Context: an optimization exercise on an open-source flow, tuned for small area and a short achievable clock period. The choices shown serve that exercise and are no tape-out recipe. In this exercise RTL edits were held to simulation tests only and were not proved equivalent to the original.

==> flow/design.v (outline; a module is shown in full before it is edited, if it fits) <==
// module add32: 7 lines
// module add64: 7 lines
// module fa: 4 lines
// module ha: 4 lines
// module dec32: 9 lines
// module cpu: 1439 lines
module cpu(
  input         clk,
  input         i_cpu_stall,
  output [31:0] o_data_addr,
  output [31:0] o_data,
  input  [31:0] i_data,
  output [1:0]  o_data_rw,
  output [31:0] o_inst_addr,
  input  [31:0] i_inst,
  input         rst
  );
  // ...
==> flow/flow/run.sh <==
#!/bin/bash
set -euo pipefail
bash standard.sh SETUP_SLACK_MARGIN=21 "BUFFER_PORTS_ARGS=-buffer_cell sky130_fd_sc_hd__buf_4" finish > standard_finish.log 2>&1
==> flow/standard.sh <==
#!/bin/bash
# synth_recipe.tcl (not shown) runs the flow's synth.tcl, then flattens the netlist and writes it again
# the make line also repeats each setting of config.mk as NAME=value (left out here)
make -C /OpenROAD-flow-scripts/flow DESIGN_CONFIG=/design/flow/config.mk WORK_HOME=/design/flow/orfs CLKGATE_MAP_FILE= SYNTH_SCRIPT=/design/flow/synth_recipe.tcl "${@:-finish}"
==> flow/config.mk <==
export PLATFORM = sky130hd
export DESIGN_NAME = cpu
export DESIGN_NICKNAME = cpu
export VERILOG_FILES = /design/flow/design.v
export SDC_FILE = /design/flow/constraint.sdc
export NUM_CORES = 4
export LEC_CHECK = 0
export CAP_MARGIN = 35
export CORE_MARGIN = 2
export CORE_UTILIZATION = 50
export CTS_BUF_LIST = sky130_fd_sc_hd__clkbuf_8
export CTS_CLUSTER_SIZE = 24
export SLEW_MARGIN = 35
export SYNTH_HIERARCHICAL = 1
export SYNTH_MINIMUM_KEEP_SIZE = 0
==> flow/constraint.sdc <==
create_clock -name core_clock -period 42.0 [get_ports {clk}]
set_input_delay 8.4000 -clock core_clock [delete_from_list [all_inputs] [get_ports {clk}]]
set_output_delay 8.4000 -clock core_clock [all_outputs]
set_load 0.01 [all_outputs]
==> results.yml, run 1 <==
global_routing:
  grt-busiest-layer: "met2"
  grt_use_total: 0.5332
  met1_usage: 0.6366
  grt_util_met2: 0.7215
  grt_pass1_wl_mm: 595.4
  grt_start_max_net_pins: 56
detailed_routing:
  dr_total_vias: 77290
sta:
  hold_viol: 0
  layout_min_cycle_time_ns: 21.04
  setup_ws_ns: 20.96
  finalSetupTns_ns: 0
  final_max_slew_viol_count: 0
  period_share: 0.5009
critical_path:
  cp_num_cells: 18
  reg2regPathDepth: 30
  r2r_end: "rg[24].q[19]"
  worstPathCellList: "buf_6, nand2b_4, buf_4, nor2_4, buf_4, buf_16, a221oi_1, nand3_1, or4_4, buf_12, ha_2, a21o_1, a21o_1, a22o_1, a311oi_4, nor4_1, or3_4, buf_4"
  critical_path_class: "in -> out"
  cp-end-kind: "output port"
  arrival_ns: 12.64
clock_network:
  clk_path_buf_depth: 3
  clkSlewWorstSetupHoldPaths_ns: 0.05
  cts_buffers: 166
  cts_tree: "yes"
outcome:
  status: "finished clean"
final_layout:
  fill_cells: 13350
  sh_seq_area: 0.3393
  multi_input_area_um2: 47420
hold_path:
  min_path_cells: 2
  min_from: "pc_r[7]"
die:
  n_tap_cell: 2072
  rows: 146
placed_design:
  post-dp-hpwl_mm: 277.2
==> run 2: changes to the inputs <==
--- a/flow/design.v
+++ b/flow/design.v
@@ -24,16 +24,45 @@
   input  [4:0]  a,
   output [31:0] y
   );
 genvar g;
 generate for (g = 0; g < 32; g = g + 1) begin : d
   assign y[g] = (a == g);
 end endgenerate
 endmodule
+module shift32(
+  input  [31:0] y,
+  input  [4:0]  sa,
+  input         right,
+  output [31:0] r
+  );
+reg  [31:0] y_rev, sh_rev;
+integer i;
+always @* begin
+  for (i = 0; i < 32; i = i + 1) y_rev[i] = y[31-i];
+end
+wire [31:0] sh_in  = right ? y_rev : y;
+wire [31:0] sh_out = sh_in << sa;
+always @* begin
+  for (i = 0; i < 32; i = i + 1) sh_rev[i] = sh_out[31-i];
+end
+assign r = right ? sh_rev : sh_out;
+endmodule
+module wbsel(
+  input  [31:0] lo,
+  input  [31:0] hi,
+  input  [31:0] other,
+  input         sel_lo,
+  input         sel_hi,
+  input         sel_other,
+  output [31:0] d
+  );
+assign d = ({32{sel_lo}} & lo) | ({32{sel_hi}} & hi) | ({32{sel_other}} & other);
+endmodule
 module cpu(
   input         clk,
   input         i_cpu_stall,
   output [31:0] o_data_addr,
   output [31:0] o_data,
   input  [31:0] i_data,
   output [1:0]  o_data_rw,
   output [31:0] o_inst_addr,
@@ -114,27 +143,18 @@
 add32 addr_add(.a(rfa), .b(imm32), .s(addr_sum));
 assign o_data_addr = {addr_sum[31:2], 2'b00};
 assign o_data      = rfb;
 wire [31:0] x  = rfa;
 wire [31:0] y  = c_rt_imm ? imm32 : rfb;
 wire [31:0] xy = x ^ y;
 wire        eq = ~|xy;
 wire [4:0]  sa = c_shift_v ? x[4:0] : shamt;
-reg  [31:0] y_rev, sh_rev;
-integer i;
-always @* begin
-  for (i = 0; i < 32; i = i + 1) y_rev[i] = y[31-i];
-end
-wire [31:0] sh_in  = c_shift_r ? y_rev : y;
-wire [31:0] sh_out = sh_in << sa;
-always @* begin
-  for (i = 0; i < 32; i = i + 1) sh_rev[i] = sh_out[31-i];
-end
-wire [31:0] shift_r = c_shift_r ? sh_rev : sh_out;
+wire [31:0] shift_r;
+shift32 shifter(.y(y), .sa(sa), .right(c_shift_r), .r(shift_r));
 wire [63:0] mul64;
 wire [32:0] m_xe = {x[31], x};
 wire [32:0] m_xn = ~m_xe;
 wire m_one0 = rfb[0] ^ 1'b0;
 wire m_two0 = (rfb[1] & ~rfb[0] & ~1'b0) | (~rfb[1] & rfb[0] & 1'b0);
 wire m_neg0 = rfb[1] & ~(rfb[0] & 1'b0);
 wire m_p1_0 = m_one0 & ~m_neg0;
 wire m_n1_0 = m_one0 & m_neg0;
@@ -1393,24 +1413,22 @@
 assign m_r1[60] = m_c1000;
 assign m_r0[61] = m_s1003;
 assign m_r1[61] = m_c1002;
 assign m_r0[62] = m_s1005;
 assign m_r1[62] = m_c1004;
 assign m_r0[63] = 1'b1;
 assign m_r1[63] = m_c1006;
 add64 mul_add(.a(m_r0), .b(m_r1), .s(mul64));
-wire [31:0] mul_r = c_mul_hi ? mul64[63:32] : mul64[31:0];
 wire        neg  = c_sub | c_slt | c_sltu;
 wire [32:0] diff = {1'b0, x} + {1'b0, y ^ {32{neg}}} + {32'b0, neg};
 wire lt_u = ~diff[32];
 wire lt_s = (x[31] ^ y[31]) ? x[31] : diff[31];
 wire [31:0] alu_r =
   ({32{c_shift}}         & shift_r) |
-  ({32{c_mul}}           & mul_r) |
   ({32{c_add}}           & addr_sum) |
   ({32{c_addu | c_sub}}  & diff[31:0]) |
   ({32{c_slt}}           & {31'b0, lt_s}) |
   ({32{c_sltu}}          & {31'b0, lt_u}) |
   ({32{c_and}}           & (x & y)) |
   ({32{c_or}}            & (x | y)) |
   ({32{c_xor}}           & xy) |
   ({32{c_nor}}           & ~(x | y)) |
@@ -1458,13 +1476,16 @@
 always @(posedge clk or posedge rst)
 begin
   if (rst)
     pc_r <= 32'd0;
   else if (!stall)
     pc_r <= next_pc;
 end
 wire [7:0] data_byte = i_data >> {imm16[1:0], 3'b000};
-assign wb_data = op_lw     ? i_data :
-                 op_lbu    ? {24'b0, data_byte} :
-                 c_wb_link ? pc8 :
-                             alu_r;
+wire [31:0] wb_other = op_lw     ? i_data :
+                      op_lbu    ? {24'b0, data_byte} :
+                      c_wb_link ? pc8 :
+                                  alu_r;
+wbsel wbsel(.lo(mul64[31:0]), .hi(mul64[63:32]), .other(wb_other),
+            .sel_lo(c_mul & ~c_mul_hi), .sel_hi(c_mul & c_mul_hi), .sel_other(~c_mul),
+            .d(wb_data));
 endmodule
==> flow/flow/run.sh (replaced) <==
#!/bin/bash
set -euo pipefail
bash standard.sh SETUP_SLACK_MARGIN=21 "BUFFER_PORTS_ARGS=-buffer_cell sky130_fd_sc_hd__buf_2" finish > standard_finish.log 2>&1
==> results.yml, run 2 <==
outcome:
  status: "finished clean"
final_layout:
  layout-drive-gt1-share: 0.1620
  layout_common_cells: "992 x edfxtp_1, 724 x a22oi_1, 578 x xnor2_1, 503 x o22ai_1, 451 x fa_1"
  largest_reg_flops: 992
  layoutNonFillerInstCount: 9397
  regMostFlops: "rg.q"
  reg_top3: "rg.q: 992 flops, pc_r: 32 flops"
  layout.nets: 8019
  final_common_cell: "edfxtp_1"
  area_growth_pct: 12.39
clock_network:
  clkSlewWorstSetupHoldPaths_ns: 0.06
  cts_num_sinks: 1024
  cts_buffers: 142
  ctsRootBufferMaster: "clkbuf_8"
  cts_tree: "yes"
  clk_path_buf_depth: 3
  ctsHoldBuffers: 0
  clock_latency_ns: 0.90
  htreeDepth: 4
critical_path:
  critical_path_class: "in -> out"
  path_common_cell: "buf_12"
  cp-end-kind: "output port"
  arrival_ns: 12.66
  cpMaxStageDelayCell: "or4_4"
  critPathRequiredTime_ns: 33.60
  cp_max_fo: 32
  crit_family: "compound AO/OA/AOI/OAI gates"
  worst-path-buf-inv: 5
  worstPathCellList: "buf_8, nand2b_4, buf_4, nor2_4, buf_12, a222oi_1, nand3_1, or4_4, buf_12, ha_4, o211ai_1, o21ai_2, o21bai_4, a22oi_4, a311oi_4, o311a_1, or3_4, buf_6"
  startpoint_type: "input port"
  slowest_delay_ns: 0.64
sta:
  hold_viol: 0
  rsz0062_at_grt: "yes"
  period_share: 0.5013
  tightestPinTransition_ns: 1.084
  final_max_slew_viol_count: 0
  fmax_ghz: 0.04749
  finalSetupTns_ns: 0
  relSlewSlack: 0.2771
  setup_viol: 0
  layout_min_cycle_time_ns: 21.06
  skew_ns: 0.04612
yosys:
  avgSynthCellArea_um2: 11.02
  synth_area_um2: 78300
  yosys_warnings: 8
  synth_cells: 7104
global_routing:
  grt_pass1_vias: 70620
  grt_overflow: 0
  grt_use_total: 0.5179
  grt_antenna_before_repair: 29
  grt_pass1_wl_mm: 571.5
  grt_start_max_net_pins: 61
detailed_routing:
  drtAntennaViolNets: 0
  avgRoutedWirePerCell_um: 45.13
  wl_mm: 424.0
  dr_total_vias: 74720
  avgViaCountPerCell: 7.951
  drt_iter0_markers: 15650
  drt_first_pass_iters: 14
  drc: 0
die:
  initial_utilization: 0.5024
  rows: 145
  dieArea_um2: 159800
  num_io_pins: 165
  die_x_um: 399.7
  core_area_um2: 155800
  die_h_um: 399.7
run:
  drv_cap: 0
hold_path:
  hp-class: "reg -> reg"
placed_design:
  place_congestion: 1.080
  post-dp-hpwl_mm: 272.2
  placed_cells_incl_taps: 8985
  numPortBuffers: 162
==> run 2: worst paths after layout <==
path | start | endpoint | slack [ns] | cells after the start
worst max-delay path | i_inst[25] | o_data_addr[31] | 20.94 | 18
worst min-delay path | pc_r[26] | pc_r[26] | 0.65 | 1
worst max register to register | rg[2].q[30] | rg[7].q[24] | 30.70 | 27
worst min register to register | pc_r[26] | pc_r[26] | 0.65 | 1
max in group asynchronous | rst | pc_r[23] | 33.99 | 3
min in group asynchronous | rst | pc_r[27] | 7.63 | 3
==> run 2: what timing repair did <==
item                       4_1_cts  5_1_grt
setup endpoints to repair       30       19
setup buffers                   84       30
resized for setup              206       78
pin swaps                       37       54
cloned                           9        3
==> run 2: metrics by stage <==
stage | utilization | worst slack, ns | hold slack (ns) | instance area (µm²)
after detailed placement | 0.5279 | 19.27 | 0.6271 | 82270
after CTS | 0.5592 | 21.00 | 0.6402 | 87140
after global routing | 0.5644 | 20.98 | 0.6721 | 87960
after global placement | 0.5271 | 19.27 | 0.6206 | 82140
final | 0.5647 | 20.94 | 0.6465 | 88000
after floorplan | - | 21.01 | 0.5511 | 78330
==> run 2: cell type report <==
type / instances / area, µm²
antenna: 17 / 42.54
multi-input combinational: 5236 / 46130
timing repair buffer: 570 / 4883
tap: 2058 / 2575
sequential: 1024 / 30590
clock buffer: 146 / 2009
clock inverter: 113 / 895.9
inverter: 233 / 874.6
fill: 13270 / 67840
==> run 2: worst register-to-register path, stage by stage, from the launching register on <==
cell and delay, ns:
edfxtp_1 0.41, a22o_1 0.23, a221oi_1 0.30, nand3_1 0.10, or4_1 0.99, ha_1 0.52, nor2_4 0.39, buf_4 0.50
xnor2_1 0.32, o32ai_1 0.28, fa_1 0.53, fa_1 0.48, fa_1 0.50, fa_1 0.39, fa_1 0.51, fa_1 0.49
ha_1 0.48, a21oi_1 0.29, o21bai_1 0.09, a21oi_1 0.25, o211ai_1 0.15, o21ai_0 0.36, nand2_1 0.20, a21oi_1 0.29
o21ai_0 0.16, xor2_1 0.18, a222oi_1 0.80, inv_1 0.69
==> run 2: layer usage <==
| layer | vias to the layer above | GRT usage | part of all wire |
|---|---|---|---|
| met1 | 36380 | 0.6234 | 0.33 |
| met3 | 2424 | 0.2044 | 0.15 |
| met2 | 7744 | 0.7469 | 0.41 |
| li1 | 28140 | - | - |
| met5 | - | 0.001513 | 0.00046 |
| met4 | 28 | 0.3886 | 0.10 |

what the ideal ports hide:
The results above use ideal ports. As a check the final layouts listed here were re-extracted and re-timed, cells and wires unchanged.
Step 1, drivers: a clkbuf_16 drives clk and a buf_2 each remaining input, both assumed.
Step 2 adds t to the input delays and takes it off the output delays; t is the mean of the earliest and latest rising clock arrival at the registers after step 1. Input paths then give back, and output paths get back, about the clock's delay inside the block.
Three values: no drivers, after step 1, after step 2; two values: the first two.
run	shift t [ns]	slack for setup (ns)	hold slack, ns	worst setup path at the end	worst data-port slew with drivers (ns)
run 1	1.010	20.961 / 20.921 / 20.112	0.629 / 0.629 / 0.629	input to register	0.05
run 2	0.935	20.945 / 20.894 / 20.894	0.647 / 0.647 / 0.647	input to output	0.07
After both steps setup and hold are still met in every run listed. For run 1, which loses most, drivers alone change the setup slack by -0.040 ns; drivers and shift together by -0.849 ns.
